This is an optimization exercise on Yosys and OpenROAD, whose aim is small area, not a production implementation.
RTL that was checked went through simulation tests only; none was proved equivalent to the original.
Power figures rest on the tool's default switching activity, not on a simulated workload.

==> flow/design.v <==
module LDST_SEQUENCER (
    input           clock,
    input           clock_enable,
    input           reset,
    output  [15:0]  instruction_bus_address,
    input   [12:0]  instruction_bus_data,
    output  [7:0]   io_bus_address,
    output  [7:0]   io_bus_data_out,
    input   [7:0]   io_bus_data_in,
    output          io_bus_out,
    output          io_bus_in
);
    wire    [11:0]  ins = instruction_bus_data[11:0];
    wire    [7:0]   d   = ins[7:0];
    wire    transfer    = ~ins[11] & ~ins[10];
    wire    load        = transfer & ~ins[8];
    wire    store       = transfer &  ins[8];
    wire    ld_bus      = load & ~ins[9];
    wire    subroutine  = ~ins[11] & ins[10];
    wire    call        = subroutine & ~ins[8];
    wire    ret         = subroutine &  ins[8];
    wire    internal    = ~|d[7:2];
    wire    sel_a       = internal & (d[1:0] == 2'd0);
    wire    sel_b       = internal & (d[1:0] == 2'd1);
    wire    sel_f       = internal & (d[1:0] == 2'd2);
    wire    sel_alu     = internal & (d[1:0] == 2'd3);
    wire    ex_store    = clock_enable & store;
    wire    ex_load     = clock_enable & load;
    reg     [7:0]   work;
    reg     [7:0]   reg_a;
    reg     [7:0]   reg_b;
    reg     [7:0]   alu_op;
    reg             flag_o, flag_c, flag_z;
    reg     [15:0]  pc;
    wire    [7:0]   op2     = alu_op[3] ? {8{alu_op[1]}} : (reg_b ^ {8{alu_op[1]}});
    wire            cin     = alu_op[1] ? ~(alu_op[0] & ~flag_c) : (alu_op[0] & flag_c);
    wire    [7:0]   g       = reg_a & op2;
    wire    [7:0]   p       = reg_a ^ op2;
    wire    [8:0]   c;
    assign  c[0] = cin;
    genvar  i;
    generate
        for (i = 0; i < 8; i = i + 2) begin : carry_chain
            wire    gg = g[i+1] | (p[i+1] & g[i]);
            wire    pp = p[i+1] & p[i];
            assign  c[i+1] = g[i] | (p[i] & c[i]);
            assign  c[i+2] = gg | (pp & c[i]);
        end
    endgenerate
    wire    [2:0]   fn      = alu_op[7:5];
    wire            sel_p   = (fn == 3'b001) | (fn == 3'b010) | (fn == 3'b100);
    wire            sel_g   = (fn == 3'b000) | (fn == 3'b001);
    wire            is_add  = (fn == 3'b100);
    wire            is_shl  = (fn == 3'b101);
    wire            is_shr  = fn[2] & fn[1];
    wire    [7:0]   inv     = {8{alu_op[2]}};
    wire    [7:0]   pre_res   = ({8{sel_p}} & p) ^ inv;
    wire    [7:0]   k         = ({8{sel_g}} & g) | ({8{is_add}} & c[7:0]);
    wire    [7:0]   shl_res   = {reg_a[6:0], cin};
    wire    [7:0]   shr_res   = {cin | (alu_op[5] & reg_a[7]), reg_a[7:1]};
    wire    [7:0]   sh_res    = (is_shl ? shl_res : shr_res) ^ inv;
    wire            is_sh     = is_shl | is_shr;
    wire    [7:0]   alu_res   = is_sh ? sh_res : (pre_res ^ k);
    wire            c_out   = is_add ? c[8] : (is_shl ? reg_a[7] : (is_shr ? reg_a[0] : flag_c));
    wire            o_out   = is_add ? (~(reg_a[7] ^ op2[7]) & (reg_a[7] ^ p[7] ^ c[7])) : flag_o;
    wire            z_out   = ~|alu_res;
    wire    [7:0]   int_data =  ({8{sel_a}} & reg_a)
                              | ({8{sel_b}} & reg_b)
                              | ({8{sel_f}} & {5'd0, flag_o, flag_c, flag_z});
    wire    [7:0]   load_data = ins[9] ? d : (internal ? int_data : io_bus_data_in);
    wire            ld_alu    = ex_load & ~ins[9] & sel_alu;
    always @(posedge clock, posedge reset) begin
        if (reset)
            work <= 8'h00;
        else if (ld_alu)
            work <= alu_res;
        else if (ex_load)
            work <= load_data;
    end
    always @(posedge clock, posedge reset) begin
        if (reset) begin
            reg_a  <= 8'h00;
            reg_b  <= 8'h00;
            alu_op <= 8'h00;
        end else begin
            if (ex_store & sel_a)   reg_a  <= work;
            if (ex_store & sel_b)   reg_b  <= work;
            if (ex_store & sel_alu) alu_op <= work;
        end
    end
    always @(posedge clock, posedge reset) begin
        if (reset)
            {flag_o, flag_c, flag_z} <= 3'b000;
        else if (ex_store & sel_f)
            {flag_o, flag_c, flag_z} <= work[2:0];
        else if (ld_alu)
            {flag_o, flag_c, flag_z} <= {o_out, c_out, z_out};
    end
    reg     [15:0]  st0, st1, st2, st3;
    reg     [3:0]   valid;
    wire            push    = clock_enable & call;
    wire            pop     = clock_enable & ret;
    wire    [15:0]  pc_inc  = pc + {15'd0, clock_enable};
    wire            hold    = ~push & ~pop;
    always @(posedge clock) begin
        st0 <= ({16{push}} & pc_inc) | ({16{pop}} & st1) | ({16{hold}} & st0);
        st1 <= ({16{push}} & st0)    | ({16{pop}} & st2) | ({16{hold}} & st1);
        st2 <= ({16{push}} & st1)    | ({16{pop}} & st3) | ({16{hold}} & st2);
        if (push)
            st3 <= st2;
    end
    always @(posedge clock, posedge reset) begin
        if (reset)
            valid <= 4'd0;
        else if (push)
            valid <= {valid[2:0], 1'b1};
        else if (pop)
            valid <= {1'b0, valid[3:1]};
    end
    wire    taken   = ins[11] & (~|ins[10:8] | |(ins[10:8] & {flag_o, flag_c, flag_z}));
    wire    [15:0]  ret_addr = valid[0] ? st0 : 16'h0000;
    always @(posedge clock, posedge reset) begin
        if (reset)
            pc <= 16'h0000;
        else if (clock_enable & ret)
            pc <= ret_addr;
        else if (clock_enable & (call | taken))
            pc <= {work, d};
        else
            pc <= pc_inc;
    end
    assign  instruction_bus_address = pc;
    assign  io_bus_address          = d;
    assign  io_bus_data_out         = work;
    assign  io_bus_out              = store;
    assign  io_bus_in               = ld_bus;
endmodule
export LEC_CHECK = 0
export CAP_MARGIN = 20
export CORE_MARGIN = 2
export CORE_UTILIZATION = 40
export GPL_TIMING_DRIVEN = 0
export SETUP_SLACK_MARGIN = 0.1
export SLEW_MARGIN = 20
create_clock -name core_clock -period 3.5 [get_ports {clock}]
standard.sh (not shown) runs the stock make flow with config.mk's settings and CLKGATE_MAP_FILE= SYNTH_SCRIPT=/design/flow/synth_recipe.tcl, a recipe that flattens the netlist after the stock synthesis.
==> flow/flow/run.sh <==
#!/bin/bash
# Own layout flow: the standard ORFS flow, with an area-oriented synthesis
# (no full/half-adder extraction, an area-mapping ABC script), small port
# buffers and a clock tree without dummy loads. Each tool's output goes to a
# log of its own in this folder.
set -euo pipefail
W=$(pwd)
F=$W/flow

# Synthesis script: ORFS's synth.tcl with the ABC script swapped for ours.
sed -e "s|log_cmd abc {\*}\$abc_args|log_cmd abc -script $F/area.abc {*}[lrange \$abc_args 2 end]|" \
    "$FLOW_HOME/scripts/synth.tcl" > "$W/own_synth_body.tcl"
grep -q "area.abc" "$W/own_synth_body.tcl"
sed -e "s|\$::env(SCRIPTS_DIR)/synth.tcl|$W/own_synth_body.tcl|" synth_recipe.tcl > "$W/own_synth.tcl"
grep -q own_synth_body "$W/own_synth.tcl"

# standard.sh with our synthesis script and extra knobs.
# flow/knobs.txt: one extra make variable assignment per line.
EXTRA="ADDER_MAP_FILE="
while IFS= read -r line; do
  [[ -z "$line" || "$line" == \#* ]] && continue
  EXTRA="$EXTRA '$line'"
done < "$F/knobs.txt"
sed -e "s|SYNTH_SCRIPT=[^ ]*|SYNTH_SCRIPT=$W/own_synth.tcl $EXTRA|" standard.sh > "$W/own_standard.sh"
grep -q own_synth "$W/own_standard.sh"

bash "$W/own_standard.sh" finish > "$W/flow_make.log" 2>&1
==> flow/flow/area.abc <==
strash
&get -n
&dch -f
&nf -R 1000
&put
topo
buffer -p
upsize -D 3000
dnsize -D 3000
==> flow/flow/knobs.txt <==
BUFFER_PORTS_ARGS=-buffer_cell sky130_fd_sc_hd__buf_1
CTS_ARGS=-sink_clustering_enable -repair_clock_nets -dont_use_dummy_load -buf_list sky130_fd_sc_hd__clkbuf_4
Edit:
--- a/flow/design.v
+++ b/flow/design.v
@@ -54,25 +54,20 @@
     wire            is_shl  = (fn == 3'b101);
     wire            is_shr  = fn[2] & fn[1];
-    wire    [7:0]   inv     = {8{alu_op[2]}};
-    wire    [7:0]   pre_res   = ({8{sel_p}} & p) ^ inv;
-    wire    [7:0]   k         = ({8{sel_g}} & g) | ({8{is_add}} & c[7:0]);
+    wire    [7:0]   logic_res = ({8{sel_p}} & p) ^ (({8{sel_g}} & g) | ({8{is_add}} & c[7:0]));
     wire    [7:0]   shl_res   = {reg_a[6:0], cin};
     wire    [7:0]   shr_res   = {cin | (alu_op[5] & reg_a[7]), reg_a[7:1]};
-    wire    [7:0]   sh_res    = (is_shl ? shl_res : shr_res) ^ inv;
-    wire            is_sh     = is_shl | is_shr;
-    wire    [7:0]   alu_res   = is_sh ? sh_res : (pre_res ^ k);
+    wire    [7:0]   res_mux   = is_shl ? shl_res : (is_shr ? shr_res : logic_res);
+    wire    [7:0]   alu_res   = res_mux ^ {8{alu_op[2]}};
     wire            c_out   = is_add ? c[8] : (is_shl ? reg_a[7] : (is_shr ? reg_a[0] : flag_c));
-    wire            o_out   = is_add ? (~(reg_a[7] ^ op2[7]) & (reg_a[7] ^ p[7] ^ c[7])) : flag_o;
+    wire            o_out   = is_add ? (~(reg_a[7] ^ op2[7]) & (reg_a[7] ^ logic_res[7])) : flag_o;
     wire            z_out   = ~|alu_res;
     wire    [7:0]   int_data =  ({8{sel_a}} & reg_a)
                               | ({8{sel_b}} & reg_b)
-                              | ({8{sel_f}} & {5'd0, flag_o, flag_c, flag_z});
+                              | ({8{sel_f}} & {5'd0, flag_o, flag_c, flag_z})
+                              | ({8{sel_alu}} & alu_res);
     wire    [7:0]   load_data = ins[9] ? d : (internal ? int_data : io_bus_data_in);
-    wire            ld_alu    = ex_load & ~ins[9] & sel_alu;
     always @(posedge clock, posedge reset) begin
         if (reset)
             work <= 8'h00;
-        else if (ld_alu)
-            work <= alu_res;
         else if (ex_load)
             work <= load_data;
@@ -94,5 +89,5 @@
         else if (ex_store & sel_f)
             {flag_o, flag_c, flag_z} <= work[2:0];
-        else if (ld_alu)
+        else if (ex_load & ~ins[9] & sel_alu)
             {flag_o, flag_c, flag_z} <= {o_out, c_out, z_out};
     end
@@ -119,14 +114,15 @@
     end
     wire    taken   = ins[11] & (~|ins[10:8] | |(ins[10:8] & {flag_o, flag_c, flag_z}));
-    wire    [15:0]  ret_addr = valid[0] ? st0 : 16'h0000;
+    wire            sel_ret = clock_enable & ret & valid[0];
+    wire            sel_jmp = clock_enable & (call | taken);
+    wire            sel_inc = ~(clock_enable & (ret | call | taken));
+    wire    [15:0]  pc_next = ({16{sel_ret}} & st0)
+                            | ({16{sel_jmp}} & {work, d})
+                            | ({16{sel_inc}} & pc_inc);
     always @(posedge clock, posedge reset) begin
         if (reset)
             pc <= 16'h0000;
-        else if (clock_enable & ret)
-            pc <= ret_addr;
-        else if (clock_enable & (call | taken))
-            pc <= {work, d};
         else
-            pc <= pc_inc;
+            pc <= pc_next;
     end
     assign  instruction_bus_address = pc;
What happened:
- With this change the flow finished but failed the layout checks on negative setup slack
- synthesized area shrinks by a few percent
- worst setup slack degrades by 0.39 ns
- hold slack improves by 0.012 ns
- global-route usage shrinks by 0.58 points
- clock-buffer cell count stays the same
- power shrinks by a little under a tenth
- die area shrinks by a few percent
- clock skew shrinks by 0.010 ns
- via count shrinks by a few percent
- register-to-register slack degrades by 0.39 ns
- combinational power shrinks by a quarter to a third
Function not checked in the second run of this note: the RTL went through the layout flow alone.

## what the ideal ports hide
How much do the figures lean on ideal ports? The routed layouts below were timed once more, with nothing changed but the port constraints. Step 1 (the two cells are an assumption about what drives the block):
set clk [get_ports {clock}]
set_driving_cell -lib_cell sky130_fd_sc_hd__clkbuf_16 $clk
set_driving_cell -lib_cell sky130_fd_sc_hd__buf_2 [delete_from_list [all_inputs] $clk]
Step 2 moves the port delays by t, midway between the first and last clock arrival at a register: inputs arrive t later, outputs are due t later. That takes back most of the time a late clock gives input paths. Three values: ideal ports, drivers, drivers and shift; two values: the first two.
| run | t, ns | setup WS [ns] | worst hold slack (ns) | worst setup path at the end | pins driven straight from the clock port |
|---|---|---|---|---|---|
| the first run | 0.546 | 0.272 / 0.272 / -0.058 | 0.278 / 0.265 / 0.461 | input to register | 1 |
| the second run | 0.528 | -0.118 / -0.118 / -0.118 | 0.290 / 0.278 / 0.451 | register to register | 1 |
With both steps, setup timing fails in the first run, where it was met with ideal ports. The setup slack of the first run, which loses most, moves by 0.000 ns with the drivers and by -0.330 ns with both steps.
